Context: an optimization exercise on an open-source flow, tuned for small area and a short achievable clock period. The choices shown serve that exercise and are no tape-out recipe. At most, simulation tests tie the RTL to the original design; equivalence was not proved. The RTL of runs 5 to 8 was laid out without a check of its function.

### config.mk
export PLATFORM = sky130hd
export DESIGN_NAME = Cordic_Machine
export DESIGN_NICKNAME = Cordic_Machine
export VERILOG_FILES = /design/flow/design.v
export SDC_FILE = /design/flow/constraint.sdc
export NUM_CORES = 4
export LEC_CHECK = 0
export CAP_MARGIN = 20
export CORE_MARGIN = 2
export CORE_UTILIZATION = 60
export SETUP_SLACK_MARGIN = 1.65
export SLEW_MARGIN = 20
### constraint.sdc
create_clock -name core_clock -period 6.0 [get_ports {clock_pulse}]
set_input_delay 1.2000 -clock core_clock [delete_from_list [all_inputs] [get_ports {clock_pulse}]]
set_output_delay 1.2000 -clock core_clock [all_outputs]
set_load 0.01 [all_outputs]
### design.v
`timescale 1ns / 1ps
module Cordic_Machine(clock_pulse, reset, x_input, y_input, z_input, x_output, y_output, z_output, flag);
	input clock_pulse;
	input reset;  
	input signed [24:0] x_input;
	input signed [24:0] y_input;
	input signed [24:0] z_input;
	output signed [24:0] x_output;
	output signed [24:0] y_output;
	output signed [24:0] z_output;
	output flag;
	reg signed [24:0] x, y, z;
	reg [4:0] k, kyn;
	wire [4:0] kx = k;
	wire [4:0] ky = ~kyn;
	reg load;  
	wire [31:0] kdec = 32'd1 << k;
	wire [24:0] atan;
	assign atan[0] = |(kdec & 32'h000a2ff0);
	assign atan[1] = |(kdec & 32'h00051794);
	assign atan[2] = |(kdec & 32'h00028bec);
	assign atan[3] = |(kdec & 32'h000145c4);
	assign atan[4] = |(kdec & 32'h0000a2e0);
	assign atan[5] = |(kdec & 32'h00005160);
	assign atan[6] = |(kdec & 32'h000028bc);
	assign atan[7] = |(kdec & 32'h00001454);
	assign atan[8] = |(kdec & 32'h00000a22);
	assign atan[9] = |(kdec & 32'h00000514);
	assign atan[10] = |(kdec & 32'h0000028c);
	assign atan[11] = |(kdec & 32'h00000146);
	assign atan[12] = |(kdec & 32'h000000a6);
	assign atan[13] = |(kdec & 32'h00000056);
	assign atan[14] = |(kdec & 32'h0000002c);
	assign atan[15] = |(kdec & 32'h00000012);
	assign atan[16] = |(kdec & 32'h00000008);
	assign atan[17] = |(kdec & 32'h00000004);
	assign atan[18] = |(kdec & 32'h00000002);
	assign atan[19] = |(kdec & 32'h00000001);
	assign atan[20] = 1'b0;
	assign atan[21] = 1'b0;
	assign atan[22] = 1'b0;
	assign atan[23] = 1'b0;
	assign atan[24] = 1'b0;
	reg cx, cy;    
	reg czn;       
	wire [24:0] xi = x ^ {25{cx}};
	wire [24:0] yi = y ^ {25{cy}};
	wire fx = cx ^ (x[24] & ~load);
	wire fy = cy ^ (y[24] & ~load);
	wire signed [25:0] xe = {fx, xi};
	wire signed [25:0] ye = {fy, yi};
	wire signed [25:0] xsh = xe >>> kx;
	wire signed [25:0] ysh = ye >>> ky;
	wire [24:0] xa = load ? x_input : x;
	wire [24:0] ya = load ? y_input : y;
	wire [24:0] za = load ? z_input : z;
	wire [24:0] xn, yn, zn;
	bk_add25 ax (.a(xa), .b(ysh[24:0]), .ci(cy), .s(xn));
	bk_add25 ay (.a(ya), .b(xsh[24:0]), .ci(cx), .s(yn));
	bk_add25 az (.a(za), .b(atan ^ {25{~czn}}), .ci(~czn), .s(zn));
	always @(posedge clock_pulse) begin
		if (reset) begin
			k <= 5'd31;
			kyn <= 5'd0;
			load <= 1'b1;
			cx <= 1'b0;
			cy <= 1'b0;
			czn <= 1'b1;
		end else begin
			cx <= zn[24] & (k != 5'd20);
			cy <= ~zn[24] & (k != 5'd20);
			czn <= zn[24] | (k == 5'd20);
			k <= (k == 5'd20) ? 5'd31 : k + 5'd1;
			kyn <= (kyn == 5'd11) ? 5'd0 : kyn - 5'd1;
			load <= (k == 5'd20);
		end
		x <= xn;
		y <= yn;
		z <= zn;
	end
	assign flag = (k == 5'd20);
	assign x_output = x;
	assign y_output = y;
	assign z_output = z;
endmodule
module bk_add25(a, b, ci, s);
	input [24:0] a, b;
	input ci;
	output [24:0] s;
	wire [25:0] g0 = {a & b, ci};
	wire [25:0] p0 = {a ^ b, 1'b0};
	wire g_0_1 = g0[1] | (p0[1] & g0[0]);
	wire p_0_1 = p0[1] & p0[0];
	wire g_0_3 = g0[3] | (p0[3] & g0[2]);
	wire p_0_3 = p0[3] & p0[2];
	wire g_0_5 = g0[5] | (p0[5] & g0[4]);
	wire p_0_5 = p0[5] & p0[4];
	wire g_0_7 = g0[7] | (p0[7] & g0[6]);
	wire p_0_7 = p0[7] & p0[6];
	wire g_0_9 = g0[9] | (p0[9] & g0[8]);
	wire p_0_9 = p0[9] & p0[8];
	wire g_0_11 = g0[11] | (p0[11] & g0[10]);
	wire p_0_11 = p0[11] & p0[10];
	wire g_0_13 = g0[13] | (p0[13] & g0[12]);
	wire p_0_13 = p0[13] & p0[12];
	wire g_0_15 = g0[15] | (p0[15] & g0[14]);
	wire p_0_15 = p0[15] & p0[14];
	wire g_0_17 = g0[17] | (p0[17] & g0[16]);
	wire p_0_17 = p0[17] & p0[16];
	wire g_0_19 = g0[19] | (p0[19] & g0[18]);
	wire p_0_19 = p0[19] & p0[18];
	wire g_0_21 = g0[21] | (p0[21] & g0[20]);
	wire p_0_21 = p0[21] & p0[20];
	wire g_0_23 = g0[23] | (p0[23] & g0[22]);
	wire p_0_23 = p0[23] & p0[22];
	wire g_0_25 = g0[25] | (p0[25] & g0[24]);
	wire p_0_25 = p0[25] & p0[24];
	wire g_1_2 = g0[2] | (p0[2] & g_0_1);
	wire p_1_2 = p0[2] & p_0_1;
	wire g_1_3 = g_0_3 | (p_0_3 & g_0_1);
	wire p_1_3 = p_0_3 & p_0_1;
	wire g_1_6 = g0[6] | (p0[6] & g_0_5);
	wire p_1_6 = p0[6] & p_0_5;
	wire g_1_7 = g_0_7 | (p_0_7 & g_0_5);
	wire p_1_7 = p_0_7 & p_0_5;
	wire g_1_10 = g0[10] | (p0[10] & g_0_9);
	wire p_1_10 = p0[10] & p_0_9;
	wire g_1_11 = g_0_11 | (p_0_11 & g_0_9);
	wire p_1_11 = p_0_11 & p_0_9;
	wire g_1_14 = g0[14] | (p0[14] & g_0_13);
	wire p_1_14 = p0[14] & p_0_13;
	wire g_1_15 = g_0_15 | (p_0_15 & g_0_13);
	wire p_1_15 = p_0_15 & p_0_13;
	wire g_1_18 = g0[18] | (p0[18] & g_0_17);
	wire p_1_18 = p0[18] & p_0_17;
	wire g_1_19 = g_0_19 | (p_0_19 & g_0_17);
	wire p_1_19 = p_0_19 & p_0_17;
	wire g_1_22 = g0[22] | (p0[22] & g_0_21);
	wire p_1_22 = p0[22] & p_0_21;
	wire g_1_23 = g_0_23 | (p_0_23 & g_0_21);
	wire p_1_23 = p_0_23 & p_0_21;
	wire g_2_4 = g0[4] | (p0[4] & g_1_3);
	wire p_2_4 = p0[4] & p_1_3;
	wire g_2_5 = g_0_5 | (p_0_5 & g_1_3);
	wire p_2_5 = p_0_5 & p_1_3;
	wire g_2_6 = g_1_6 | (p_1_6 & g_1_3);
	wire p_2_6 = p_1_6 & p_1_3;
	wire g_2_7 = g_1_7 | (p_1_7 & g_1_3);
	wire p_2_7 = p_1_7 & p_1_3;
	wire g_2_12 = g0[12] | (p0[12] & g_1_11);
	wire p_2_12 = p0[12] & p_1_11;
	wire g_2_13 = g_0_13 | (p_0_13 & g_1_11);
	wire p_2_13 = p_0_13 & p_1_11;
	wire g_2_14 = g_1_14 | (p_1_14 & g_1_11);
	wire p_2_14 = p_1_14 & p_1_11;
	wire g_2_15 = g_1_15 | (p_1_15 & g_1_11);
	wire p_2_15 = p_1_15 & p_1_11;
	wire g_2_20 = g0[20] | (p0[20] & g_1_19);
	wire p_2_20 = p0[20] & p_1_19;
	wire g_2_21 = g_0_21 | (p_0_21 & g_1_19);
	wire p_2_21 = p_0_21 & p_1_19;
	wire g_2_22 = g_1_22 | (p_1_22 & g_1_19);
	wire p_2_22 = p_1_22 & p_1_19;
	wire g_2_23 = g_1_23 | (p_1_23 & g_1_19);
	wire p_2_23 = p_1_23 & p_1_19;
	wire g_3_8 = g0[8] | (p0[8] & g_2_7);
	wire p_3_8 = p0[8] & p_2_7;
	wire g_3_9 = g_0_9 | (p_0_9 & g_2_7);
	wire p_3_9 = p_0_9 & p_2_7;
	wire g_3_10 = g_1_10 | (p_1_10 & g_2_7);
	wire p_3_10 = p_1_10 & p_2_7;
	wire g_3_11 = g_1_11 | (p_1_11 & g_2_7);
	wire p_3_11 = p_1_11 & p_2_7;
	wire g_3_12 = g_2_12 | (p_2_12 & g_2_7);
	wire p_3_12 = p_2_12 & p_2_7;
	wire g_3_13 = g_2_13 | (p_2_13 & g_2_7);
	wire p_3_13 = p_2_13 & p_2_7;
	wire g_3_14 = g_2_14 | (p_2_14 & g_2_7);
	wire p_3_14 = p_2_14 & p_2_7;
	wire g_3_15 = g_2_15 | (p_2_15 & g_2_7);
	wire p_3_15 = p_2_15 & p_2_7;
	wire g_3_24 = g0[24] | (p0[24] & g_2_23);
	wire p_3_24 = p0[24] & p_2_23;
	wire g_3_25 = g_0_25 | (p_0_25 & g_2_23);
	wire p_3_25 = p_0_25 & p_2_23;
	wire g_4_16 = g0[16] | (p0[16] & g_3_15);
	wire p_4_16 = p0[16] & p_3_15;
	wire g_4_17 = g_0_17 | (p_0_17 & g_3_15);
	wire p_4_17 = p_0_17 & p_3_15;
	wire g_4_18 = g_1_18 | (p_1_18 & g_3_15);
	wire p_4_18 = p_1_18 & p_3_15;
	wire g_4_19 = g_1_19 | (p_1_19 & g_3_15);
	wire p_4_19 = p_1_19 & p_3_15;
	wire g_4_20 = g_2_20 | (p_2_20 & g_3_15);
	wire p_4_20 = p_2_20 & p_3_15;
	wire g_4_21 = g_2_21 | (p_2_21 & g_3_15);
	wire p_4_21 = p_2_21 & p_3_15;
	wire g_4_22 = g_2_22 | (p_2_22 & g_3_15);
	wire p_4_22 = p_2_22 & p_3_15;
	wire g_4_23 = g_2_23 | (p_2_23 & g_3_15);
	wire p_4_23 = p_2_23 & p_3_15;
	wire g_4_24 = g_3_24 | (p_3_24 & g_3_15);
	wire p_4_24 = p_3_24 & p_3_15;
	wire g_4_25 = g_3_25 | (p_3_25 & g_3_15);
	wire p_4_25 = p_3_25 & p_3_15;
	assign s = p0[25:1] ^ {g_4_24, g_4_23, g_4_22, g_4_21, g_4_20, g_4_19, g_4_18, g_4_17, g_4_16, g_3_15, g_3_14, g_3_13, g_3_12, g_3_11, g_3_10, g_3_9, g_3_8, g_2_7, g_2_6, g_2_5, g_2_4, g_1_3, g_1_2, g_0_1, g0[0]};
endmodule
### flow/run.sh
#!/bin/bash
# Standard layout, with the port buffers made of the smallest buffer cell.
export BUFFER_PORTS_ARGS="-buffer_cell sky130_fd_sc_hd__buf_1"
export CTS_ARGS="-sink_clustering_enable -repair_clock_nets -buf_list {sky130_fd_sc_hd__clkbuf_4 sky130_fd_sc_hd__clkbuf_8} -dont_use_dummy_load"
bash standard.sh > standard.log 2>&1
### standard.sh
#!/bin/bash
# synth_recipe.tcl (not shown) runs the flow's synth.tcl, then flattens the netlist and writes it again
# the make line also repeats each setting of config.mk as NAME=value (left out here)
make -C /OpenROAD-flow-scripts/flow DESIGN_CONFIG=/design/flow/config.mk WORK_HOME=/design/flow/orfs CLKGATE_MAP_FILE= SYNTH_SCRIPT=/design/flow/synth_recipe.tcl "${@:-finish}"
==> impl_metrics.tcl, run 1 <==
set metrics [dict create \
    run_status "complete, no violations" \
    path_max_fanout 12 \
    stdcell_count 1453 \
    synthTopCellsByArea "dfxtp_1, ha_1, xnor2_1" \
    dp.cells 1436 \
    synthCells 1124 \
    fin_crit_sh_pct 69.1 \
    initial_core_util_pct 60.9 \
    finalSetupTns_ns 0 \
    cts_hold_buf 0 \
    final_common_cell "buf_1" \
    pin_count 153 \
    drc 0 \
    synth.cell_area_um2 9580 \
    slew_violations 0 \
    fin_crit_ns 4.15 \
    grt_pass1_vias 7311 \
    fp.dieW_um 130 \
    skew_ns 0.0397 \
    core_um2 15700 \
    cp_cell_sequence "buf_4, mux2i_1, xor2_1, inv_1, mux4_2, mux4_2, ha_1, o21ai_0, o21ai_0, nand3_1, a21oi_1, o21a_1, a41o_1, a21oi_1, xnor2_1" \
    relSlewSlack_pct 47.2 \
    nets 1406 \
    cts_tree "built" \
    async_flop_share_pct 0 \
    final_cell_mix "buf_1, nand2_1, xnor2_1" \
    drive_gt1_share_pct 11.5 \
    maxCapViolCount 0 \
    diodes 0 \
    routabilityCongestion 0.933 \
    start_kind "flop" \
    hpwlAfterDp_um 19400 \
    first_pass_iters 5 \
    rows 46 \
    synth-seq-cells 89 \
    postLayoutCellArea_um2 10500 \
    areaGrowthSynthToFinish_pct 9.34 \
    rsz0062_at_grt "yes" \
    yosysUniqueCellTypes 62 \
    gr-total-overflow 0 \
    cpLargestDelayFamily "multiplexers" \
    critPathRequiredTime_ns 6.25 \
    dieArea_um2 17000 \
    drtIter0Drc 564 \
    tightest_slew_ns 0.789 \
    clk_path_buf_depth 2 \
    setup_viol 0 \
    die_h_um 130 \
    critical_path_class "flop to flop" \
    cts.sinks 89 \
    synth_nets 1291 \
    synth_edf_count 0 \
    grt_max_degree 47 \
    antenna_found_initial 0 \
    grt_pass1_wl_um 38100 \
    grt.total_usage_pct 28.9 \
    place_area_um2 10200 \
    hold_viol 0 \
    ys.flop_type "dfxtp_1" \
    wl_per_cell_um 17.1 \
    vias_per_cell 5.72 \
    root_buffer "clkbuf_8" \
    cts_buffers 9 \
    clk_latency_ns 0.40 \
    arrival_ns 4.40 \
    slowest_stage "mux4_2" \
    avgSynthCellArea_um2 8.52 \
    holdWs_ns 0.557 \
    cts_htree_levels 3 \
    critPathCaptureType "flop" \
    yosysSeqAreaShare_pct 18.6 \
    synth_top_cell_by_area "dfxtp_1" \
    io_buffers 152 \
    yosys_warnings 1 \
    drtAntennaViolNets 0 \
    cts.clk_slew.worst_paths_ns 0.09 \
    synth_top_cell_area_share_pct 18.6 \
    postRouteWirelength_um 24800 \
    cp_num_buf_inv 2 \
    cpPeakStageDelay_ns 0.56 \
    fmax_mhz 241 \
    num_vias 8311 \
    hold_class "flop to flop" \
]
## cell families after synthesis
family | after synthesis | synth area share [%]
buf+inv | 111 | 4.65
compound gates | 253 | 16.2
fa+ha+maj | 90 | 12.8
mux | 165 | 21.1
xor+xnor | 148 | 13.5
simple gates | 268 | 13.1
flops | 89 | 18.6
## cells in the mapped netlist (all sizes together) (12+ instances only)
| master | n |
|---|---|
| a211oi | 18 |
| a21o | 23 |
| a21oi | 97 |
| a31oi | 17 |
| buf | 28 |
| clkbuf | 41 |
| dfxtp | 89 |
| fa | 13 |
| ha | 77 |
| inv | 41 |
| mux2 | 72 |
| mux2i | 71 |
| mux4 | 22 |
| nand2 | 109 |
| nand3 | 12 |
| nor2 | 79 |
| nor2b | 15 |
| o21ai | 53 |
| xnor2 | 100 |
| xor2 | 48 |
## path summary, 6_finish.rpt
kind	from	endpoint	slack, ns	cells after the start
setup / recovery	kyn[0]$_SDFF_PP0_	x[24]$_DFF_P_	1.85	15
hold / removal	kyn[4]$_SDFF_PP0_	kyn[4]$_SDFF_PP0_	0.56	2
setup reg to reg	kyn[0]$_SDFF_PP0_	x[24]$_DFF_P_	1.85	15
hold reg to reg	kyn[4]$_SDFF_PP0_	kyn[4]$_SDFF_PP0_	0.56	2
## state kept, by name, indices dropped and copies added, names as in the netlist
register	count
cx	1
cy	1
czn	1
k	5
kyn	5
load	1
x	25
y	25
z	25
## timing repair
action,in CTS,in global routing
gates cloned,0,0
resized for setup,2,12
buffers inserted,0,8
endpoints found under the setup margin,26,32
## metrics by stage
stage / setup WS [ns] / utilization, %
after floorplan: 2.17 / -
after global placement: 1.38 / 65.1
after detailed placement: 1.29 / 65.1
after CTS: 1.60 / 65.9
after global routing: 1.62 / 66.6
final: 1.85 / 66.6
## layer usage
metal,share of wire [%],GRT usage (%)
met2,45,45.4
met1,49,43.0
met3,5.3,2.83
met5,0,0
met4,1.2,6.95
## worst min-delay path: stages (launching register included)
cell and delay [ns]:
dfxtp_1 0.37, xor2_1 0.08, nor2_1 0.07
## area by class of cell
class                           instances  area, um^2
Fill cell                            1441        5240
Tap cell                              216         270
Multi-Input combinational cell        924        7360
Clock buffer                            9         124
Sequential cell                        89        1810
Inverter                               42         161
Timing Repair Buffer                  173         746
==> run 2: changes to the inputs <==
--- a/config.mk
+++ b/config.mk
@@ -8,5 +8,5 @@
 export CAP_MARGIN = 20
 export CORE_MARGIN = 2
 export CORE_UTILIZATION = 60
-export SETUP_SLACK_MARGIN = 1.65
+export SETUP_SLACK_MARGIN = 1.8
 export SLEW_MARGIN = 20
==> impl_metrics.tcl, run 2 <==
set metrics [dict create \
    run_status "complete, no violations" \
    grt_pass1_wl_um 38200 \
    critical_path_class "flop to flop" \
    worstReg2RegEnd "x[24]$_DFF_P_" \
    core_um2 15700 \
    avgSynthCellArea_um2 8.52 \
    reg2regPathDepth 15 \
    fin_crit_ns 4.05 \
    routabilityCongestion 0.933 \
    async_flop_share_pct 0 \
    synth.cell_area_um2 9580 \
    grt_max_degree 47 \
    vias_per_cell 5.76 \
    synth_top_cell_area_share_pct 18.6 \
    arrival_ns 4.29 \
    reg2reg_setup_slack_ns 1.95 \
    maxCapViolCount 0 \
    final_cell_mix "buf_1, nand2_1, xnor2_1" \
    skew_ns 0.0421 \
    first_pass_iters 7 \
    critPathRequiredTime_ns 6.25 \
    cts_htree_levels 3 \
    postRouteWirelength_um 25300 \
    synthCells 1124 \
    diodes 0 \
    fp.dieW_um 130 \
    critPathCapture "x[24]$_DFF_P_" \
    synthTopCellsByArea "dfxtp_1, ha_1, xnor2_1" \
    fmax_mhz 247 \
    synth_top_cell_by_area "dfxtp_1" \
    cp-startpoint "kyn[0]$_SDFF_PP0_" \
    reg_top3 "x (25), y (25), z (25)" \
    start_kind "flop" \
    hpwlAfterDp_um 19400 \
    drive_gt1_share_pct 12.5 \
    ys.flop_type "dfxtp_1" \
    path_max_fanout 10 \
    root_buffer "clkbuf_8" \
    clk_path_buf_depth 2 \
    die_h_um 130 \
    num_vias 8409 \
    synth_edf_count 0 \
    yosysSeqAreaShare_pct 18.6 \
    setup_viol 0 \
    regToRegStartpoint "kyn[0]$_SDFF_PP0_" \
    hold_viol 0 \
    holdWs_ns 0.557 \
    drc 0 \
    synth_nets 1291 \
    final_common_cell "buf_1" \
    io_buffers 152 \
    drtAntennaViolNets 0 \
    nets 1412 \
    stdcell_count 1459 \
    hold_class "flop to flop" \
    wl_per_cell_um 17.3 \
    grt.total_usage_pct 29.0 \
    synthMostInstantiatedCell "nand2_1" \
    cts.sinks 89 \
    finalSetupTns_ns 0 \
    dieArea_um2 17000 \
    fin_crit_sh_pct 67.4 \
    grt_pass1_vias 7305 \
    gr-total-overflow 0 \
    synth-seq-cells 89 \
    cts_hold_buf 0 \
    cts.clk_slew.worst_paths_ns 0.09 \
    rows 46 \
    clk_latency_ns 0.41 \
    relSlewSlack_pct 45.3 \
    drtIter0Drc 604 \
    pin_count 153 \
    cts_buffers 9 \
    dp.cells 1436 \
    critPathCaptureType "flop" \
    rsz0062_at_grt "yes" \
    yosys_warnings 1 \
    tightest_slew_ns 0.817 \
    yosysUniqueCellTypes 62 \
    slew_violations 0 \
    initial_core_util_pct 60.9 \
    synth_common_cells "nand2_1, xnor2_1, a21oi_1" \
    areaGrowthSynthToFinish_pct 10.7 \
    antenna_found_initial 0 \
    cts_tree "built" \
]
## run 2: area by class of cell
type	instances	area, um^2
Multi-Input combinational cell	924	7390
Fill cell	1415	5120
Sequential cell	89	1810
Timing Repair Buffer	179	847
Tap cell	216	270
Inverter	42	159
Clock buffer	9	124
## run 2: worst min path at each step
stage / from / endpoint / depth (start not counted)
5_1_grt: kyn[4]$_SDFF_PP0_ / kyn[4]$_SDFF_PP0_ / 2
2_1_floorplan: cy$_SDFF_PP0_ / x[0]$_DFF_P_ / 1
6_report: kyn[4]$_SDFF_PP0_ / kyn[4]$_SDFF_PP0_ / 2
4_1_cts: kyn[4]$_SDFF_PP0_ / kyn[4]$_SDFF_PP0_ / 2
3_3_place_gp: kyn[4]$_SDFF_PP0_ / kyn[4]$_SDFF_PP0_ / 2
3_5_place_dp: kyn[4]$_SDFF_PP0_ / kyn[4]$_SDFF_PP0_ / 2
## run 2: critical path, cell delays in order (launching register included)
cell,delay (ns)
dfxtp_4,0.44
buf_4,0.22
mux2i_1,0.25
xor2_1,0.22
inv_1,0.07
mux4_2,0.48
mux4_2,0.56
ha_1,0.31
o21ai_0,0.11
o21ai_0,0.22
nand3_1,0.15
a21oi_2,0.20
o21a_1,0.21
a41o_1,0.23
a21oi_1,0.09
xnor2_1,0.12
## run 2: kinds of logic (layout without fill, tap and decap cells)
logic type,after synthesis,in the layout,synth area share (%)
AOI/OAI and AO/OA,253,253,16.2
xor gates and xnor gates,148,148,13.5
adders and majority gates,90,90,12.8
buffers and inverters,111,230,4.65
DFF,89,89,18.6
muxes,165,165,21.1
and+or+nand+nor,268,268,13.1
## run 2: timing repair
| item | CTS | global route |
|---|---|---|
| setup buffers | 1 | 13 |
| pin swaps | 0 | 3 |
| gates resized for setup | 6 | 19 |
| setup endpoints to repair | 39 | 35 |
## run 2: per-layer routing
metal  wire [um]  track usage, %
met5           0               0
met4         371            6.95
met3        1320            2.83
met2       11400            45.5
met1       12200            43.1
## run 2: per-stage QoR
stage	setup WS, ns	utilization [%]	instance area, um^2
6_report	1.95	67.4	10600
5_1_grt	1.74	67.4	10600
4_1_cts	1.78	66.1	10400
3_5_place_dp	1.29	65.1	10200
3_3_place_gp	1.38	65.1	10200
2_1_floorplan	2.17	-	9580
==> run 3: changes to the inputs <==
--- a/config.mk
+++ b/config.mk
@@ -8,5 +8,6 @@
 export CAP_MARGIN = 20
 export CORE_MARGIN = 2
 export CORE_UTILIZATION = 60
+export GPL_ROUTABILITY_DRIVEN = 0
 export SETUP_SLACK_MARGIN = 1.8
 export SLEW_MARGIN = 20
==> impl_metrics.tcl, run 3 <==
set metrics [dict create \
    multi_input_area_um2 7390 \
    final_cell_mix "buf_1, nand2_1, xnor2_1" \
    rows 46 \
    fill_cells 1415 \
    skew_ns 0.0421 \
    fin_crit_ns 4.05 \
    start_kind "flop" \
    finalSetupTns_ns 0 \
    synth_top_cell_by_area "dfxtp_1" \
    place_area_um2 10200 \
    reg2regPathDepth 15 \
    cts.sinks 89 \
    yosys_warnings 1 \
    tightest_slew_ns 0.817 \
    drc 0 \
    dieArea_um2 17000 \
    synth_common_cells "nand2_1, xnor2_1, a21oi_1" \
    path_max_fanout 10 \
    wl_per_cell_um 17.3 \
    postRouteWirelength_um 25300 \
    cpLargestDelayFamily "multiplexers" \
    synthTopCellsByArea "dfxtp_1, ha_1, xnor2_1" \
    holdWs_ns 0.557 \
    antenna_found_initial 0 \
    synthMostInstantiatedCell "nand2_1" \
    regToRegStartpoint "kyn[0]$_SDFF_PP0_" \
    synth-seq-cells 89 \
    vias_per_cell 5.76 \
    clk_latency_ns 0.41 \
    critPathRequiredTime_ns 6.25 \
    yosysSeqAreaShare_pct 18.6 \
    cts_tree "built" \
    whs_endpoint "kyn[4]$_SDFF_PP0_" \
    postLayoutCellArea_um2 10600 \
    cts.clk_slew.worst_paths_ns 0.09 \
    hold_depth 2 \
    arrival_ns 4.29 \
    cts_buffers 9 \
    num_vias 8409 \
    avgSynthCellArea_um2 8.52 \
    hold_class "flop to flop" \
    min-delay-start "kyn[4]$_SDFF_PP0_" \
    ys.flop_type "dfxtp_1" \
    hpwlAfterDp_um 19400 \
    core_um2 15700 \
    io_buffers 152 \
    seq_area_um2 1810 \
    relSlewSlack_pct 45.3 \
    root_buffer "clkbuf_8" \
    critPathCaptureType "flop" \
    reg2reg_setup_slack_ns 1.95 \
    slew_violations 0 \
    stdcell_count 1459 \
    run_status "complete, no violations" \
    gr-total-overflow 0 \
    grt_pass1_vias 7305 \
    cpPeakStageDelay_ns 0.56 \
    synth_nets 1291 \
    async_flop_share_pct 0 \
    critical_path_class "flop to flop" \
    clk_path_buf_depth 2 \
    synth.cell_area_um2 9580 \
    hold_viol 0 \
    drtIter0Drc 604 \
    grt_max_degree 47 \
    synth_edf_count 0 \
    rsz0062_at_grt "yes" \
    cp_cell_sequence "buf_4, mux2i_1, xor2_1, inv_1, mux4_2, mux4_2, ha_1, o21ai_0, o21ai_0, nand3_1, a21oi_2, o21a_1, a41o_1, a21oi_1, xnor2_1" \
    yosysUniqueCellTypes 62 \
    drive_gt1_share_pct 12.5 \
    fin_crit_sh_pct 67.4 \
    grt.total_usage_pct 29.0 \
    fp.dieW_um 130 \
    grt_pass1_wl_um 38200 \
    diodes 0 \
    synthCells 1124 \
    maxCapViolCount 0 \
    drtAntennaViolNets 0 \
    synth_top_cell_area_share_pct 18.6 \
    nets 1412 \
    fmax_mhz 247 \
    cp_num_buf_inv 2 \
    cts_hold_buf 0 \
    final_common_cell "buf_1" \
    areaGrowthSynthToFinish_pct 10.7 \
    worstReg2RegEnd "x[24]$_DFF_P_" \
    dp.cells 1436 \
    cts_htree_levels 3 \
    first_pass_iters 7 \
    setup_viol 0 \
    slowest_stage "mux4_2" \
    cp.depth 15 \
    die_h_um 130 \
    pin_count 153 \
    initial_core_util_pct 60.9 \
    reg_top3 "x (25), y (25), z (25)" \
]
[run 3: logic make-up (layout without fill, tap and decap cells)]
family / count (synthesis) / in the layout / share of synthesized area [%]
flip-flops: 89 / 89 / 18.6
multiplexers: 165 / 165 / 21.1
AND/OR/NAND/NOR: 268 / 268 / 13.1
buffers and inverters: 111 / 230 / 4.65
AO/OA/AOI/OAI: 253 / 253 / 16.2
XOR/XNOR: 148 / 148 / 13.5
adder cells (fa/ha/maj): 90 / 90 / 12.8
[run 3: layout make-up]
type	count	share of cell area, %
Clock buffer	9	1.17
Inverter	42	1.50
Multi-Input combinational cell	924	69.7
Sequential cell	89	17.0
Tap cell	216	2.55
Timing Repair Buffer	179	7.99
[run 3: how the worst max path moves through the flow]
stage / startpoint / to / slack [ns]
after floorplan: k[0]$_SDFF_PP1_ / z[18]$_DFF_P_ / 2.17
after global placement: kyn[0]$_SDFF_PP0_ / x[7]$_DFF_P_ / 1.38
after detailed placement: kyn[0]$_SDFF_PP0_ / x[24]$_DFF_P_ / 1.29
after CTS: kyn[0]$_SDFF_PP0_ / x[24]$_DFF_P_ / 1.78
after global routing: k[0]$_SDFF_PP1_ / y[7]$_DFF_P_ / 1.74
final: kyn[0]$_SDFF_PP0_ / x[24]$_DFF_P_ / 1.95
[run 3: metrics by stage]
stage	worst slack, ns	utilization, %
6_report	1.95	67.4
5_1_grt	1.74	67.4
4_1_cts	1.78	66.1
3_5_place_dp	1.29	65.1
3_3_place_gp	1.38	65.1
2_1_floorplan	2.17	-
[run 3: routing by layer]
| metal | global-route usage (%) | up-vias | wire length [um] |
|---|---|---|---|
| met2 | 45.5 | 266 | 11400 |
| met5 | 0 | - | 0 |
| li1 | - | 4233 | - |
| met4 | 6.95 | 0 | 371 |
| met1 | 43.1 | 3888 | 12200 |
| met3 | 2.83 | 22 | 1320 |
[run 3: repair_timing]
item                                    4_1_cts  5_1_grt
pin swaps                                     0        3
gates resized for setup                       6       19
buffers inserted                              1       13
endpoints found under the setup margin       39       35
[run 3: worst min-delay path, delay by kind of cell, from the launching register on]
family,cells,cell delay (ns)
xor gates and xnor gates,1,0.08
DFF,1,0.37
and+or+nand+nor,1,0.07
==> run 4: changes to the inputs <==
--- a/config.mk
+++ b/config.mk
@@ -8,6 +8,5 @@
 export CAP_MARGIN = 20
 export CORE_MARGIN = 2
 export CORE_UTILIZATION = 60
-export GPL_ROUTABILITY_DRIVEN = 0
-export SETUP_SLACK_MARGIN = 1.8
+export SETUP_SLACK_MARGIN = 1.85
 export SLEW_MARGIN = 20
==> impl_metrics.tcl, run 4 <==
set metrics [dict create \
    critical_path_class "flop to flop" \
    place_area_um2 10200 \
    dieArea_um2 17000 \
    slowest_stage "mux4_2" \
    synth_top_cell_by_area "dfxtp_1" \
    start_kind "flop" \
    reg2regPathDepth 14 \
    yosys_warnings 1 \
    critPathCaptureType "flop" \
    setup_viol 0 \
    crit_top_cell "a21oi_1" \
    cts.clk_slew.worst_paths_ns 0.11 \
    rows 46 \
    synthMostInstantiatedCell "nand2_1" \
    antenna_found_initial 0 \
    hold_depth 2 \
    ys.flop_type "dfxtp_1" \
    final_cell_mix "buf_1, nand2_1, xnor2_1" \
    areaGrowthSynthToFinish_pct 11.5 \
    regToRegStartpoint "k[0]$_SDFF_PP1_" \
    fin_ws_ns 1.99 \
    cpPeakStageDelay_ns 0.50 \
    holdWs_ns 0.558 \
    maxCapViolCount 0 \
    yosysUniqueCellTypes 62 \
    yosysSeqAreaShare_pct 18.6 \
    first_pass_iters 6 \
    routabilityCongestion 0.933 \
    worstReg2RegEnd "y[24]$_DFF_P_" \
    core_um2 15700 \
    hpwlAfterDp_um 19400 \
    synth_top_cell_area_share_pct 18.6 \
    avgSynthCellArea_um2 8.52 \
    synth.cell_area_um2 9580 \
    root_buffer "clkbuf_8" \
    reg_top3 "x (25), y (25), z (25)" \
    die_h_um 130 \
    num_vias 8436 \
    hold_class "flop to flop" \
    final_common_cell "buf_1" \
    synthCells 1124 \
    postRouteWirelength_um 25500 \
    fmax_mhz 249 \
    drive_gt1_share_pct 13.4 \
    cts_hold_buf 0 \
    slew_violations 0 \
    cts.sinks 89 \
    cp-startpoint "k[0]$_SDFF_PP1_" \
    synth_nets 1291 \
    critPathRequiredTime_ns 6.30 \
    synth_edf_count 0 \
    skew_ns 0.0411 \
    path_max_fanout 12 \
    wl_per_cell_um 17.4 \
    drtAntennaViolNets 0 \
    relSlewSlack_pct 44.8 \
    gr-total-overflow 0 \
    synth-seq-cells 89 \
    grt_max_degree 47 \
    vias_per_cell 5.78 \
    run_status "complete, no violations" \
    postLayoutCellArea_um2 10700 \
    grt.total_usage_pct 29.0 \
    fin_crit_sh_pct 66.9 \
    critPathCapture "y[24]$_DFF_P_" \
    synthTopCellsByArea "dfxtp_1, ha_1, xnor2_1" \
    fin_crit_ns 4.01 \
    cp_cell_sequence "buf_4, mux4_2, xnor2_1, mux2i_1, mux4_2, ha_1, a21oi_1, o21ai_0, a31oi_1, a21oi_1, o21a_1, a41o_1, a21oi_1, xnor2_1" \
    reg2reg_setup_slack_ns 1.99 \
    finalSetupTns_ns 0 \
    tightest_slew_ns 0.825 \
    async_flop_share_pct 0 \
    grt_pass1_wl_um 38200 \
    arrival_ns 4.31 \
    cts_buffers 9 \
    clk_latency_ns 0.40 \
    initial_core_util_pct 60.9 \
    seq_area_um2 1810 \
    cts_htree_levels 3 \
    hold_viol 0 \
    io_buffers 152 \
    diodes 0 \
    fp.dieW_um 130 \
    multi_input_area_um2 7470 \
    rsz0062_at_grt "yes" \
    drc 0 \
    grt_pass1_vias 7308 \
    nets 1412 \
    fill_cells 1413 \
    pin_count 153 \
    drtIter0Drc 606 \
    clk_path_buf_depth 2 \
    synth_common_cells "nand2_1, xnor2_1, a21oi_1" \
    cts_tree "built" \
    place_ws_ns 1.29 \
]
==> run 4: cell types whose count changed in the layout (fill, tap and decap cells not counted), moves of 2 or more <==
cell | previous run | this run
mux2i_1 | 68 | 64
a21oi_1 | 95 | 93
a21oi_2 | 2 | 4
mux2i_2 | 3 | 5
mux2i_4 | 0 | 2
xnor2_1 | 100 | 98
xnor2_2 | 0 | 2
==> run 4: final cells by class <==
type	instances	share of cell area [%]
Tap cell	216	2.53
Timing Repair Buffer	179	7.98
Clock buffer	9	1.16
Multi-Input combinational cell	924	69.9
Inverter	42	1.49
Sequential cell	89	16.9
==> run 4: critical path: cells and delay by family (launching register included) <==
family	cells	cell delay (ns)
buf+inv	1	0.16
compound gates	7	1.41
xor+xnor	2	0.35
mux	3	1.14
fa+ha+maj	1	0.36
flops	1	0.48
==> run 4: cells by family after synthesis <==
| group | count (synthesis) | share of synthesized area (%) |
|---|---|---|
| and+or+nand+nor | 268 | 13.1 |
| AOI/OAI and AO/OA | 253 | 16.2 |
| muxes | 165 | 21.1 |
| xor gates and xnor gates | 148 | 13.5 |
| buffers and inverters | 111 | 4.65 |
| adders and majority gates | 90 | 12.8 |
| DFF | 89 | 18.6 |
==> run 4: stage by stage <==
stage / cells / util, %
2_1_floorplan: 1124 / -
3_3_place_gp: 1436 / 65.1
3_5_place_dp: 1436 / 65.1
4_1_cts: 1446 / 66.1
5_1_grt: 1459 / 67.9
6_report: 1459 / 67.9
==> run 4: worst min-delay path by stage <==
| stage | startpoint | endpoint | slack, ns |
|---|---|---|---|
| 2_1_floorplan | cy$_SDFF_PP0_ | x[0]$_DFF_P_ | 0.52 |
| 3_3_place_gp | kyn[4]$_SDFF_PP0_ | kyn[4]$_SDFF_PP0_ | 0.53 |
| 3_5_place_dp | kyn[4]$_SDFF_PP0_ | kyn[4]$_SDFF_PP0_ | 0.53 |
| 4_1_cts | kyn[4]$_SDFF_PP0_ | kyn[4]$_SDFF_PP0_ | 0.56 |
| 5_1_grt | kyn[4]$_SDFF_PP0_ | kyn[4]$_SDFF_PP0_ | 0.60 |
| 6_report | kyn[4]$_SDFF_PP0_ | kyn[4]$_SDFF_PP0_ | 0.56 |
==> run 4: layer usage <==
layer  part of all wire (%)  vias to the layer above  GRT usage [%]
met2                     45                      255           45.5
met5                      0                        -              0
met4                    1.2                        0           6.95
li1                       -                     4233              -
met1                     48                     3927           43.1
met3                    5.3                       21           2.83
==> run 4: what timing repair did <==
action                     CTS  global route
setup buffers                1            13
gates resized for setup      7            34
setup endpoints to repair   44            38
pin swaps                    0             3
==> run 5: changes to the inputs <==
--- a/design.v
+++ b/design.v
@@ -41,8 +41,9 @@
 	assign atan[22] = 1'b0;
 	assign atan[23] = 1'b0;
 	assign atan[24] = 1'b0;
-	reg cx, cy;    
-	reg czn;       
+	wire neg = z[24];
+	wire mz = ~neg | load;
+	reg cx, cy;                    
 	wire [24:0] xi = x ^ {25{cx}};
 	wire [24:0] yi = y ^ {25{cy}};
 	wire fx = cx ^ (x[24] & ~load);
@@ -57,7 +58,7 @@
 	wire [24:0] xn, yn, zn;
 	bk_add25 ax (.a(xa), .b(ysh[24:0]), .ci(cy), .s(xn));
 	bk_add25 ay (.a(ya), .b(xsh[24:0]), .ci(cx), .s(yn));
-	bk_add25 az (.a(za), .b(atan ^ {25{~czn}}), .ci(~czn), .s(zn));
+	bk_add25 az (.a(za), .b(atan ^ {25{mz}}), .ci(mz), .s(zn));
 	always @(posedge clock_pulse) begin
 		if (reset) begin
 			k <= 5'd31;
@@ -65,11 +66,9 @@
 			load <= 1'b1;
 			cx <= 1'b0;
 			cy <= 1'b0;
-			czn <= 1'b1;
 		end else begin
 			cx <= zn[24] & (k != 5'd20);
 			cy <= ~zn[24] & (k != 5'd20);
-			czn <= zn[24] | (k == 5'd20);
 			k <= (k == 5'd20) ? 5'd31 : k + 5'd1;
 			kyn <= (kyn == 5'd11) ? 5'd0 : kyn - 5'd1;
 			load <= (k == 5'd20);
--- a/config.mk
+++ b/config.mk
@@ -8,5 +8,5 @@
 export CAP_MARGIN = 20
 export CORE_MARGIN = 2
 export CORE_UTILIZATION = 60
-export SETUP_SLACK_MARGIN = 1.85
+export SETUP_SLACK_MARGIN = 1.9
 export SLEW_MARGIN = 20
==> impl_metrics.tcl, run 5 <==
set metrics [dict create \
    run_status "complete, no violations" \
    grt.total_usage_pct 30.3 \
    dieArea_um2 16900 \
    setup_viol 0 \
    async_flop_share_pct 0 \
    slowest_stage "mux4_2" \
    avgSynthCellArea_um2 8.35 \
    grt_max_degree 56 \
    drc 0 \
    synth_common_cells "nand2_1, xnor2_1, a21oi_1" \
    hold_class "flop to flop" \
    stdcell_count 1493 \
    grt_pass1_wl_um 40200 \
    met2_usage_pct 51.6 \
    synth_edf_count 0 \
    start_kind "flop" \
    reg_top3 "x (25), y (25), z (25)" \
    synthCells 1140 \
    drive_gt1_share_pct 16.8 \
    rows 46 \
    final_cell_mix "buf_1, nand2_1, nor2_1" \
    holdWs_ns 0.510 \
    cpLargestDelayFamily "compound AO/OA/AOI/OAI gates" \
    postRouteWirelength_um 26500 \
    cpPeakStageDelay_ns 0.55 \
    synth_top_cell_area_share_pct 18.5 \
    vias_per_cell 5.83 \
    met1_usage_pct 41.1 \
    clk_latency_ns 0.39 \
    tightest_slew_ns 0.869 \
    diodes 0 \
    synth_top_cell_by_area "dfxtp_1" \
    synth-seq-cells 88 \
    critical_path_class "flop to flop" \
    synthTopCellsByArea "dfxtp_1, ha_1, xnor2_1" \
    core_um2 15700 \
    fp.dieW_um 130 \
    pin_count 153 \
    finalSetupTns_ns 0 \
    synthMostInstantiatedCell "nand2_1" \
    grt_pass1_vias 7889 \
    slew_violations 0 \
    areaGrowthSynthToFinish_pct 15.3 \
    dp.cells 1456 \
    cts_hold_buf 0 \
    hpwlAfterDp_um 20200 \
    clk_path_buf_depth 2 \
    critPathRequiredTime_ns 6.33 \
    nets 1446 \
    yosysSeqAreaShare_pct 18.5 \
    rsz0062_at_grt "yes" \
    initial_core_util_pct 60.6 \
    die_h_um 130 \
    drtAntennaViolNets 0 \
    skew_ns 0.0359 \
    arrival_ns 4.37 \
    yosys_warnings 1 \
    synth_nets 1307 \
    first_pass_iters 6 \
    num_vias 8708 \
    gr-total-overflow 0 \
    final_common_cell "buf_1" \
    maxCapViolCount 0 \
    relSlewSlack_pct 41.8 \
    critPathCaptureType "flop" \
    path_max_fanout 8 \
    cts_tree "built" \
    io_buffers 152 \
    fin_crit_ns 4.04 \
    ys.flop_type "dfxtp_1" \
    cts.clk_slew.worst_paths_ns 0.10 \
    hold_viol 0 \
    cts.sinks 88 \
    wl_per_cell_um 17.8 \
    antenna_found_initial 0 \
    cts_htree_levels 3 \
    fin_crit_sh_pct 67.3 \
    fmax_mhz 248 \
    cts_buffers 9 \
    routabilityCongestion 0.918 \
    drtIter0Drc 658 \
    yosysUniqueCellTypes 59 \
    cp_num_buf_inv 3 \
    cp_cell_sequence "buf_12, buf_12, mux2i_2, xor2_1, buf_4, nor2_1, a211oi_1, a21oi_1, mux4_2, ha_4, a211o_1, a311o_1, nand4_1, a31oi_4, a211o_1, a21oi_2, xnor2_1" \
    synth.cell_area_um2 9520 \
    top_usage_layer "met2" \
    grt_use_met3_pct 3.73 \
    root_buffer "clkbuf_8" \
]
[run 5: cells by family (layout without fill, tap and decap cells)]
group,Yosys count,in the layout,share of synthesized area [%]
xor gates and xnor gates,148,148,13.6
DFF,88,88,18.5
AOI/OAI and AO/OA,270,270,18.2
adders and majority gates,90,90,12.9
muxes,150,150,19.2
buffers and inverters,115,252,4.83
and+or+nand+nor,279,279,12.8
[run 5: stage by stage]
step	area [um^2]	worst slack, ns	utilization, %
finish	11000	1.96	69.9
global route	11000	1.82	69.9
CTS	10500	1.84	66.8
detailed placement	10200	1.39	64.9
global placement	10200	1.44	64.9
floorplan	9520	1.85	-
[run 5: timing repair]
item / 4_1_cts / 5_1_grt
gates resized for setup: 28 / 61
cloned: 1 / 1
setup buffers: 4 / 22
setup endpoints to repair: 49 / 38
pin swaps: 0 / 13
[run 5: final timing paths]
kind | cells past startpoint | start | end | slack [ns]
max reg2reg | 17 | kyn[0]$_SDFF_PP0_ | x[22]$_DFF_P_ | 1.96
min | 1 | kyn[0]$_SDFF_PP0_ | kyn[0]$_SDFF_PP0_ | 0.51
min reg2reg | 1 | kyn[0]$_SDFF_PP0_ | kyn[0]$_SDFF_PP0_ | 0.51
max | 17 | kyn[0]$_SDFF_PP0_ | x[22]$_DFF_P_ | 1.96
[run 5: routing by layer]
metal  part of all wire, %  vias up
li1                      -     4314
met1                    45     4114
met4                   1.8        0
met3                   4.4       39
met5                     0        -
met2                    49      241
[run 5: cell type report]
| type | instances | area, um^2 |
|---|---|---|
| tap | 216 | 270 |
| timing repair buffer | 197 | 1020 |
| multi-input combinational | 937 | 7600 |
| fill | 1383 | 4740 |
| inverter | 46 | 176 |
| clock buffer | 9 | 124 |
| sequential | 88 | 1790 |
==> run 6: changes to the inputs <==
--- a/config.mk
+++ b/config.mk
@@ -8,5 +8,5 @@
 export CAP_MARGIN = 20
 export CORE_MARGIN = 2
 export CORE_UTILIZATION = 60
-export SETUP_SLACK_MARGIN = 1.9
+export SETUP_SLACK_MARGIN = 1.75
 export SLEW_MARGIN = 20
==> impl_metrics.tcl, run 6 <==
set metrics [dict create \
    diodes 0 \
    yosysUniqueCellTypes 59 \
    synthMostInstantiatedCell "nand2_1" \
    maxCapViolCount 0 \
    cp_cell_sequence "buf_12, mux2i_2, xor2_1, nor2_1, or3_1, o21ai_2, inv_1, mux4_2, ha_4, a211o_1, a311o_1, nand4_1, a31oi_4, a211o_1, a21oi_1, xnor2_1" \
    synth_common_cells "nand2_1, xnor2_1, a21oi_1" \
    hpwlAfterDp_um 20100 \
    postRouteWirelength_um 26100 \
    nets 1432 \
    synth_top_cell_by_area "dfxtp_1" \
    worstReg2RegEnd "x[22]$_DFF_P_" \
    critical_path_class "flop to flop" \
    yosysSeqAreaShare_pct 18.5 \
    dieArea_um2 16900 \
    num_vias 8697 \
    fin_crit_sh_pct 67.9 \
    skew_ns 0.0278 \
    fp.dieW_um 130 \
    holdWs_ns 0.465 \
    routabilityCongestion 0.935 \
    synth_nets 1307 \
    finalSetupTns_ns 0 \
    slew_violations 0 \
    min-delay-start "kyn[0]$_SDFF_PP0_" \
    pin_count 153 \
    yosys_warnings 1 \
    cts.clk_slew.worst_paths_ns 0.09 \
    io_buffers 152 \
    hold_depth 1 \
    grt_pass1_vias 7826 \
    ys.flop_type "dfxtp_1" \
    place_ws_ns 1.26 \
    hold_viol 0 \
    fin_ws_ns 1.93 \
    synthCells 1140 \
    clk_path_buf_depth 2 \
    grt_pass1_wl_um 40500 \
    synth_edf_count 0 \
    grt.total_usage_pct 30.6 \
    antenna_found_initial 0 \
    fin_crit_ns 4.07 \
    critPathRequiredTime_ns 6.32 \
    start_kind "flop" \
    cts_htree_levels 3 \
    root_buffer "clkbuf_8" \
    core_um2 15700 \
    initial_core_util_pct 60.6 \
    async_flop_share_pct 0 \
    vias_per_cell 5.88 \
    rows 46 \
    cpPeakStageDelay_ns 0.51 \
    whs_endpoint "kyn[0]$_SDFF_PP0_" \
    drtAntennaViolNets 0 \
    reg_top3 "x (25), y (25), z (25)" \
    avgSynthCellArea_um2 8.35 \
    path_max_fanout 17 \
    tightest_slew_ns 0.999 \
    drive_gt1_share_pct 13.5 \
    hold_class "flop to flop" \
    reg2regPathDepth 16 \
    cts_tree "built" \
    drc 0 \
    run_status "complete, no violations" \
    synth-seq-cells 88 \
    fmax_mhz 246 \
    cts_buffers 9 \
    gr-total-overflow 0 \
    setup_viol 0 \
    synthTopCellsByArea "dfxtp_1, ha_1, xnor2_1" \
    regToRegStartpoint "kyn[0]$_SDFF_PP0_" \
    arrival_ns 4.39 \
    final_cell_mix "buf_1, nand2_1, xnor2_1" \
    cts.sinks 88 \
    crit_top_cell "a211o_1" \
    fill_cells 1409 \
    rsz0062_at_grt "no" \
    first_pass_iters 5 \
    areaGrowthSynthToFinish_pct 11.6 \
    wl_per_cell_um 17.6 \
    clk_latency_ns 0.38 \
    final_util_pct 67.6 \
    critPathCaptureType "flop" \
    relSlewSlack_pct 33.3 \
    drtIter0Drc 550 \
    synth_top_cell_area_share_pct 18.5 \
    die_h_um 130 \
    slowest_stage "mux4_2" \
    reg2reg_setup_slack_ns 1.93 \
    synth.cell_area_um2 9520 \
    grt_max_degree 55 \
    final_common_cell "buf_1" \
]
==> run 6: cell count changes in the layout (fill, tap and decap cells not counted), sizes merged <==
cell,before,now
clkbuf,10,9
inv,43,42
buf,195,181
clkinv,2,3
clkinvlp,1,2
==> run 6: routing by layer <==
layer | vias to the layer above | track usage [%] | share of wire, %
met5 | - | 0 | 0
met4 | 0 | 10.5 | 2.9
met3 | 62 | 3.77 | 5.1
met2 | 320 | 49.8 | 47
met1 | 4035 | 42.2 | 45
li1 | 4280 | - | -
==> run 6: worst max-delay path by stage <==
stage / start / end / slack [ns]
final: kyn[0]$_SDFF_PP0_ / x[22]$_DFF_P_ / 1.93
after global routing: k[1]$_SDFF_PP1_ / y[16]$_DFF_P_ / 1.75
after CTS: k[0]$_SDFF_PP1_ / y[15]$_DFF_P_ / 1.75
after detailed placement: k[0]$_SDFF_PP1_ / y[15]$_DFF_P_ / 1.26
after global placement: k[0]$_SDFF_PP1_ / y[15]$_DFF_P_ / 1.30
after floorplan: k[0]$_SDFF_PP1_ / y[15]$_DFF_P_ / 1.77
==> run 6: area by class of cell <==
| type | count | area (um^2) | area share [%] |
|---|---|---|---|
| Sequential cell | 88 | 1780 | 16.8 |
| Inverter | 46 | 178 | 1.67 |
| Tap cell | 216 | 270 | 2.54 |
| Timing Repair inverter | 1 | 5.00 | 0.0471 |
| Timing Repair Buffer | 182 | 866 | 8.15 |
| Clock buffer | 9 | 124 | 1.17 |
| Multi-Input combinational cell | 937 | 7400 | 69.7 |
==> run 6: logic make-up after synthesis <==
logic type               count (synthesis)  share of synthesized area (%)
AO/OA/AOI/OAI                          270                           18.2
XOR/XNOR                               148                           13.6
adder cells (fa/ha/maj)                 90                           12.9
buffers and inverters                  115                           4.83
flip-flops                              88                           18.5
multiplexers                           150                           19.2
AND/OR/NAND/NOR                        279                           12.8
==> run 6: worst max-delay path: cells and delay by family (launching register included) <==
kind,cells,cell delay [ns]
fa+ha+maj,1,0.28
flops,1,0.39
compound gates,6,1.38
simple gates,3,0.60
buf+inv,2,0.23
xor+xnor,2,0.36
mux,2,0.76
==> run 6: what timing repair did <==
item / 4_1_cts / 5_1_grt
pin swaps: 0 / 3
setup endpoints to repair: 34 / 30
hold buffers: 0 / 0
gates resized for setup: 14 / 28
setup buffers: 6 / 8
gates cloned: 1 / 1
==> run 6: stage by stage <==
stage          cell area [um^2]  instances
6_report                  10600       1479
5_1_grt                   10600       1479
4_1_cts                   10500       1470
3_5_place_dp              10200       1454
3_3_place_gp              10200       1454
2_1_floorplan              9520       1140
==> run 7: changes to the inputs <==
--- a/config.mk
+++ b/config.mk
@@ -8,5 +8,5 @@
 export CAP_MARGIN = 20
 export CORE_MARGIN = 2
 export CORE_UTILIZATION = 60
-export SETUP_SLACK_MARGIN = 1.75
+export SETUP_SLACK_MARGIN = 1.65
 export SLEW_MARGIN = 20
==> impl_metrics.tcl, run 7 <==
set metrics [dict create \
    synthCells 1140 \
    skew_ns 0.0385 \
    synth_edf_count 0 \
    final_cell_mix "buf_1, nand2_1, xnor2_1" \
    reg2reg_setup_slack_ns 1.89 \
    initial_core_util_pct 60.6 \
    drtAntennaViolNets 0 \
    fin_ws_ns 1.89 \
    final_common_cell "buf_1" \
    fmax_mhz 244 \
    areaGrowthSynthToFinish_pct 11.2 \
    setup_viol 0 \
    synthMostInstantiatedCell "nand2_1" \
    nets 1434 \
    synth.cell_area_um2 9520 \
    drtIter0Drc 658 \
    reg2regPathDepth 16 \
    drc 0 \
    diodes 0 \
    synth_nets 1307 \
    min-delay-start "k[2]$_SDFF_PP1_" \
    regToRegStartpoint "kyn[0]$_SDFF_PP0_" \
    slowest_stage "mux4_2" \
    rows 46 \
    yosysUniqueCellTypes 59 \
    hold_class "flop to flop" \
    tightest_slew_ns 1.05 \
    reg_top3 "x (25), y (25), z (25)" \
    cp-startpoint "kyn[0]$_SDFF_PP0_" \
    hpwlAfterDp_um 19900 \
    synth_top_cell_by_area "dfxtp_1" \
    slew_violations 0 \
    yosysSeqAreaShare_pct 18.5 \
    worstReg2RegEnd "x[22]$_DFF_P_" \
    synth_top_family_by_area "multiplexers" \
    arrival_ns 4.42 \
    critPathRequiredTime_ns 6.32 \
    synth-seq-cells 88 \
    core_um2 15700 \
    place_area_um2 10200 \
    cts_hold_buf 0 \
    cts_htree_levels 3 \
    fin_crit_ns 4.11 \
    clk_latency_ns 0.38 \
    cp_cell_sequence "buf_12, mux2i_1, xor2_1, nor2_1, or3_1, o21ai_2, inv_1, mux4_2, ha_2, a211o_1, a311o_1, nand4_1, a31oi_2, a211o_1, a21oi_1, xnor2_1" \
    run_status "complete, no violations" \
    postLayoutCellArea_um2 10600 \
    cts_buffers 9 \
    cts_tree "built" \
    async_flop_share_pct 0 \
    vias_per_cell 5.81 \
    muxShareOfSynthArea_pct 19.2 \
    wl_per_cell_um 17.4 \
    hold_depth 3 \
    grt_pass1_wl_um 39800 \
    synth_common_cells "nand2_1, xnor2_1, a21oi_1" \
    whs_endpoint "k[3]$_SDFF_PP1_" \
    relSlewSlack_pct 29.8 \
    gr-total-overflow 0 \
    io_buffers 152 \
    yosys_warnings 1 \
    path_max_fanout 16 \
    avgSynthCellArea_um2 8.35 \
    antenna_found_initial 0 \
    hold_viol 0 \
    grt_max_degree 55 \
    num_vias 8601 \
    cts.clk_slew.worst_paths_ns 0.09 \
    die_h_um 130 \
    drive_gt1_share_pct 12.9 \
    synthTopCellsByArea "dfxtp_1, ha_1, xnor2_1" \
    synth_xor_area_share_pct 13.6 \
    ys.flop_type "dfxtp_1" \
    dieArea_um2 16900 \
    place_ws_ns 1.31 \
    clk_path_buf_depth 2 \
    postRouteWirelength_um 25800 \
    critical_path_class "flop to flop" \
    maxCapViolCount 0 \
    fp.dieW_um 130 \
    crit_top_cell "a211o_1" \
    routabilityCongestion 0.929 \
    synth_top_cell_area_share_pct 18.5 \
    finalSetupTns_ns 0 \
    first_pass_iters 5 \
    grt.total_usage_pct 30.2 \
    start_kind "flop" \
    pin_count 153 \
    synth_compound_area_share_pct 18.2 \
    critPathCaptureType "flop" \
    holdWs_ns 0.618 \
    synthAdderAreaFrac_pct 12.9 \
    fin_crit_sh_pct 68.4 \
    cts.sinks 88 \
    cpPeakStageDelay_ns 0.48 \
    grt_pass1_vias 7713 \
    synth_simple_gate_area_share_pct 12.8 \
    rsz0062_at_grt "yes" \
    root_buffer "clkbuf_8" \
]
run 7: final cells by class:
class	count	area, um^2
repair buffers	184	872
multi-input cells	937	7350
flip-flops and latches	88	1780
well taps	216	270
repair inverters	1	5.00
inverters	46	180
fillers	1442	5130
clock buffers	9	124
run 7: metrics by stage:
step                utilization, %  cells
floorplan                        -   1140
global placement              65.0   1457
detailed placement            65.0   1457
CTS                           66.2   1468
global route                  67.4   1481
finish                        67.4   1481
run 7: worst max path at each step:
| stage | endpoint | slack (ns) | cells after the start |
|---|---|---|---|
| after floorplan | y[15]$_DFF_P_ | 1.66 | 19 |
| after global placement | y[15]$_DFF_P_ | 1.38 | 15 |
| after detailed placement | y[15]$_DFF_P_ | 1.31 | 15 |
| after CTS | x[24]$_DFF_P_ | 1.66 | 16 |
| after global routing | y[15]$_DFF_P_ | 1.60 | 15 |
| final | x[22]$_DFF_P_ | 1.89 | 16 |
run 7: worst max-delay path: cells and delay by family (launching register included):
family                     cells  cell delay (ns)
AOI/OAI and AO/OA              6             1.43
xor gates and xnor gates       2             0.39
and+or+nand+nor                3             0.57
DFF                            1             0.39
adders and majority gates      1             0.34
buffers and inverters          2             0.22
muxes                          2             0.70
run 7: timing repair:
| action | 4_1_cts | 5_1_grt |
|---|---|---|
| resized for setup | 8 | 23 |
| buffers inserted | 1 | 12 |
| pin swaps | 0 | 3 |
| setup endpoints to repair | 22 | 30 |
| gates cloned | 1 | 1 |
run 7: kinds of logic (layout without fill, tap and decap cells):
logic type	count (synthesis)	count (layout)
buffers and inverters	115	240
XOR/XNOR	148	148
flip-flops	88	88
multiplexers	150	150
AND/OR/NAND/NOR	279	279
AO/OA/AOI/OAI	270	270
adder cells (fa/ha/maj)	90	90
run 7: routing by layer:
metal / vias up / routed length [um] / GRT usage, %
li1: 4297 / - / -
met1: 4011 / 11800 / 41.2
met2: 249 / 12100 / 49.6
met3: 44 / 1330 / 4.55
met4: 0 / 593 / 8.86
met5: - / 0 / 0
==> run 8: changes to the inputs <==
--- a/config.mk
+++ b/config.mk
@@ -8,5 +8,5 @@
 export CAP_MARGIN = 20
 export CORE_MARGIN = 2
 export CORE_UTILIZATION = 60
-export SETUP_SLACK_MARGIN = 1.65
+export SETUP_SLACK_MARGIN = 1.8
 export SLEW_MARGIN = 20
==> impl_metrics.tcl, run 8 <==
set metrics [dict create \
    cts_htree_levels 3 \
    critical_path_class "flop to flop" \
    fin_ws_ns 1.89 \
    gr-total-overflow 0 \
    whs_endpoint "kyn[0]$_SDFF_PP0_" \
    nets 1434 \
    start_kind "flop" \
    die_h_um 130 \
    fin_crit_ns 4.11 \
    core_um2 15700 \
    cts.clk_slew.worst_paths_ns 0.09 \
    place_area_um2 10200 \
    postLayoutCellArea_um2 10800 \
    path_max_fanout 8 \
    place_ws_ns 1.39 \
    vias_per_cell 5.81 \
    stdcell_count 1481 \
    synth_top_cell_area_share_pct 18.5 \
    synth_nets 1307 \
    grt_max_degree 56 \
    regToRegStartpoint "kyn[0]$_SDFF_PP0_" \
    dp.cells 1456 \
    synthTopCellsByArea "dfxtp_1, ha_1, xnor2_1" \
    grt_pass1_vias 7891 \
    yosysUniqueCellTypes 59 \
    diodes 0 \
    pin_count 153 \
    synthMostInstantiatedCell "nand2_1" \
    final_cell_mix "buf_1, nand2_1, xnor2_1" \
    root_buffer "clkbuf_8" \
    reg2regPathDepth 17 \
    worstReg2RegEnd "x[22]$_DFF_P_" \
    relSlewSlack_pct 49.9 \
    arrival_ns 4.43 \
    maxCapViolCount 0 \
    reg_top3 "x (25), y (25), z (25)" \
    cpPeakStageDelay_ns 0.53 \
    initial_core_util_pct 60.6 \
    slowest_stage "mux4_2" \
    fp.dieW_um 130 \
    cp_cell_sequence "buf_12, buf_12, mux2i_2, xor2_1, buf_4, nor2_1, a211oi_1, a21oi_1, mux4_2, ha_1, a211o_1, a311o_1, nand4_1, a31oi_4, a211o_1, a21oi_2, xnor2_1" \
    yosys_warnings 1 \
    hold_depth 1 \
    synth.cell_area_um2 9520 \
    clk_path_buf_depth 2 \
    rows 46 \
    fin_crit_sh_pct 68.5 \
    clk_latency_ns 0.39 \
    grt_pass1_wl_um 40200 \
    min-delay-start "kyn[0]$_SDFF_PP0_" \
    drtAntennaViolNets 0 \
    wl_per_cell_um 17.7 \
    run_status "complete, no violations" \
    ys.flop_type "dfxtp_1" \
    io_buffers 152 \
    synth_common_cells "nand2_1, xnor2_1, a21oi_1" \
    holdWs_ns 0.512 \
    hold_viol 0 \
    async_flop_share_pct 0 \
    cts_tree "built" \
    rsz0062_at_grt "yes" \
    critPathCaptureType "flop" \
    synth_edf_count 0 \
    drc 0 \
    finalSetupTns_ns 0 \
    antenna_found_initial 0 \
    drtIter0Drc 643 \
    reg2reg_setup_slack_ns 1.89 \
    setup_viol 0 \
    grt.total_usage_pct 30.3 \
    postRouteWirelength_um 26200 \
    synth-seq-cells 88 \
    synthCells 1140 \
    first_pass_iters 5 \
    hpwlAfterDp_um 20200 \
    areaGrowthSynthToFinish_pct 13.4 \
    final_common_cell "buf_1" \
    num_vias 8610 \
    cts_buffers 9 \
    slew_violations 0 \
    hold_class "flop to flop" \
    avgSynthCellArea_um2 8.35 \
    drive_gt1_share_pct 14.9 \
    routabilityCongestion 0.918 \
    synth_top_cell_by_area "dfxtp_1" \
    fmax_mhz 243 \
    tightest_slew_ns 0.750 \
    skew_ns 0.0360 \
    dieArea_um2 16900 \
    final_util_pct 68.7 \
    critPathRequiredTime_ns 6.32 \
    cts.sinks 88 \
    yosysSeqAreaShare_pct 18.5 \
]
-- run 8: cell families (layout without fill, tap and decap cells) --
family	Yosys count	in the layout	synth area share [%]
flip-flops	88	88	18.5
multiplexers	150	150	19.2
buffers and inverters	115	240	4.83
XOR/XNOR	148	148	13.6
AO/OA/AOI/OAI	270	270	18.2
AND/OR/NAND/NOR	279	279	12.8
adder cells (fa/ha/maj)	90	90	12.9
-- run 8: worst max-delay path by stage --
stage | startpoint | end | slack, ns | cells past startpoint
6_report | kyn[0]$_SDFF_PP0_ | x[22]$_DFF_P_ | 1.89 | 17
5_1_grt | k[0]$_SDFF_PP1_ | y[15]$_DFF_P_ | 1.75 | 13
4_1_cts | k[0]$_SDFF_PP1_ | y[15]$_DFF_P_ | 1.82 | 15
3_5_place_dp | k[1]$_SDFF_PP1_ | y[15]$_DFF_P_ | 1.39 | 17
3_3_place_gp | k[1]$_SDFF_PP1_ | y[15]$_DFF_P_ | 1.44 | 15
2_1_floorplan | k[0]$_SDFF_PP1_ | y[15]$_DFF_P_ | 1.85 | 19
-- run 8: area by class of cell --
| cell class | instances | area, um^2 |
|---|---|---|
| tap | 216 | 270 |
| timing repair buffer | 185 | 921 |
| fill | 1404 | 4920 |
| sequential | 88 | 1790 |
| clock buffer | 9 | 124 |
| inverter | 46 | 176 |
| multi-input combinational | 937 | 7510 |
-- run 8: per-layer routing --
metal	wire, um	GRT usage [%]
met1	11700	41.0
met2	12800	51.6
met3	1320	3.73
met4	414	7.08
met5	0	0
-- run 8: repair_timing --
item / CTS / global route
endpoints found under the setup margin: 40 / 35
cloned: 1 / 1
pin swaps: 0 / 4
setup buffers: 4 / 10
gates resized for setup: 22 / 49
hold buffers: 0 / 0
-- run 8: worst max-delay path, delay by kind of cell (launching register included) --
family | cells | cell delay [ns]
compound gates | 7 | 1.55
mux | 2 | 0.76
buf+inv | 3 | 0.47
xor+xnor | 2 | 0.43
flops | 1 | 0.42
fa+ha+maj | 1 | 0.24
simple gates | 2 | 0.20

## separate check: timing with driven ports
No port has a modelled driver above. Below, the same layouts with a new extraction and two added sets of constraints.
Step 1 (the two cells are an assumption about what drives the block):
set clk [get_ports {clock_pulse}]
set_driving_cell -lib_cell sky130_fd_sc_hd__clkbuf_16 $clk
set_driving_cell -lib_cell sky130_fd_sc_hd__buf_2 [delete_from_list [all_inputs] $clk]
Step 2 also shifts input and output timing later by t, the mid clock arrival at the registers, as if the neighbouring blocks saw the same clock.
Slacks: ideal ports / drivers / drivers and shift; pairs: ideal ports / drivers.
run | t, ns | setup slack, ns | worst setup path at the end | slew at the worst register clock pin (ns)
run 1 | 0.426 | 1.853 / 1.853 / 1.853 | register to register | 0.11 / 0.11
run 2 | 0.426 | 1.954 / 1.954 / 1.954 | register to register | 0.11 / 0.11
run 3 | 0.426 | 1.954 / 1.954 / 1.954 | register to register | 0.11 / 0.11
run 4 | 0.423 | 1.987 / 1.987 / 1.987 | register to register | 0.11 / 0.11
run 5 | 0.417 | 1.962 / 1.962 / 1.962 | register to register | 0.10 / 0.10
run 6 | 0.408 | 1.927 / 1.927 / 1.927 | register to register | 0.09 / 0.09
run 7 | 0.403 | 1.895 / 1.895 / 1.895 | register to register | 0.10 / 0.10
run 8 | 0.417 | 1.888 / 1.888 / 1.888 | register to register | 0.10 / 0.10
After both steps every run listed still meets setup and hold.
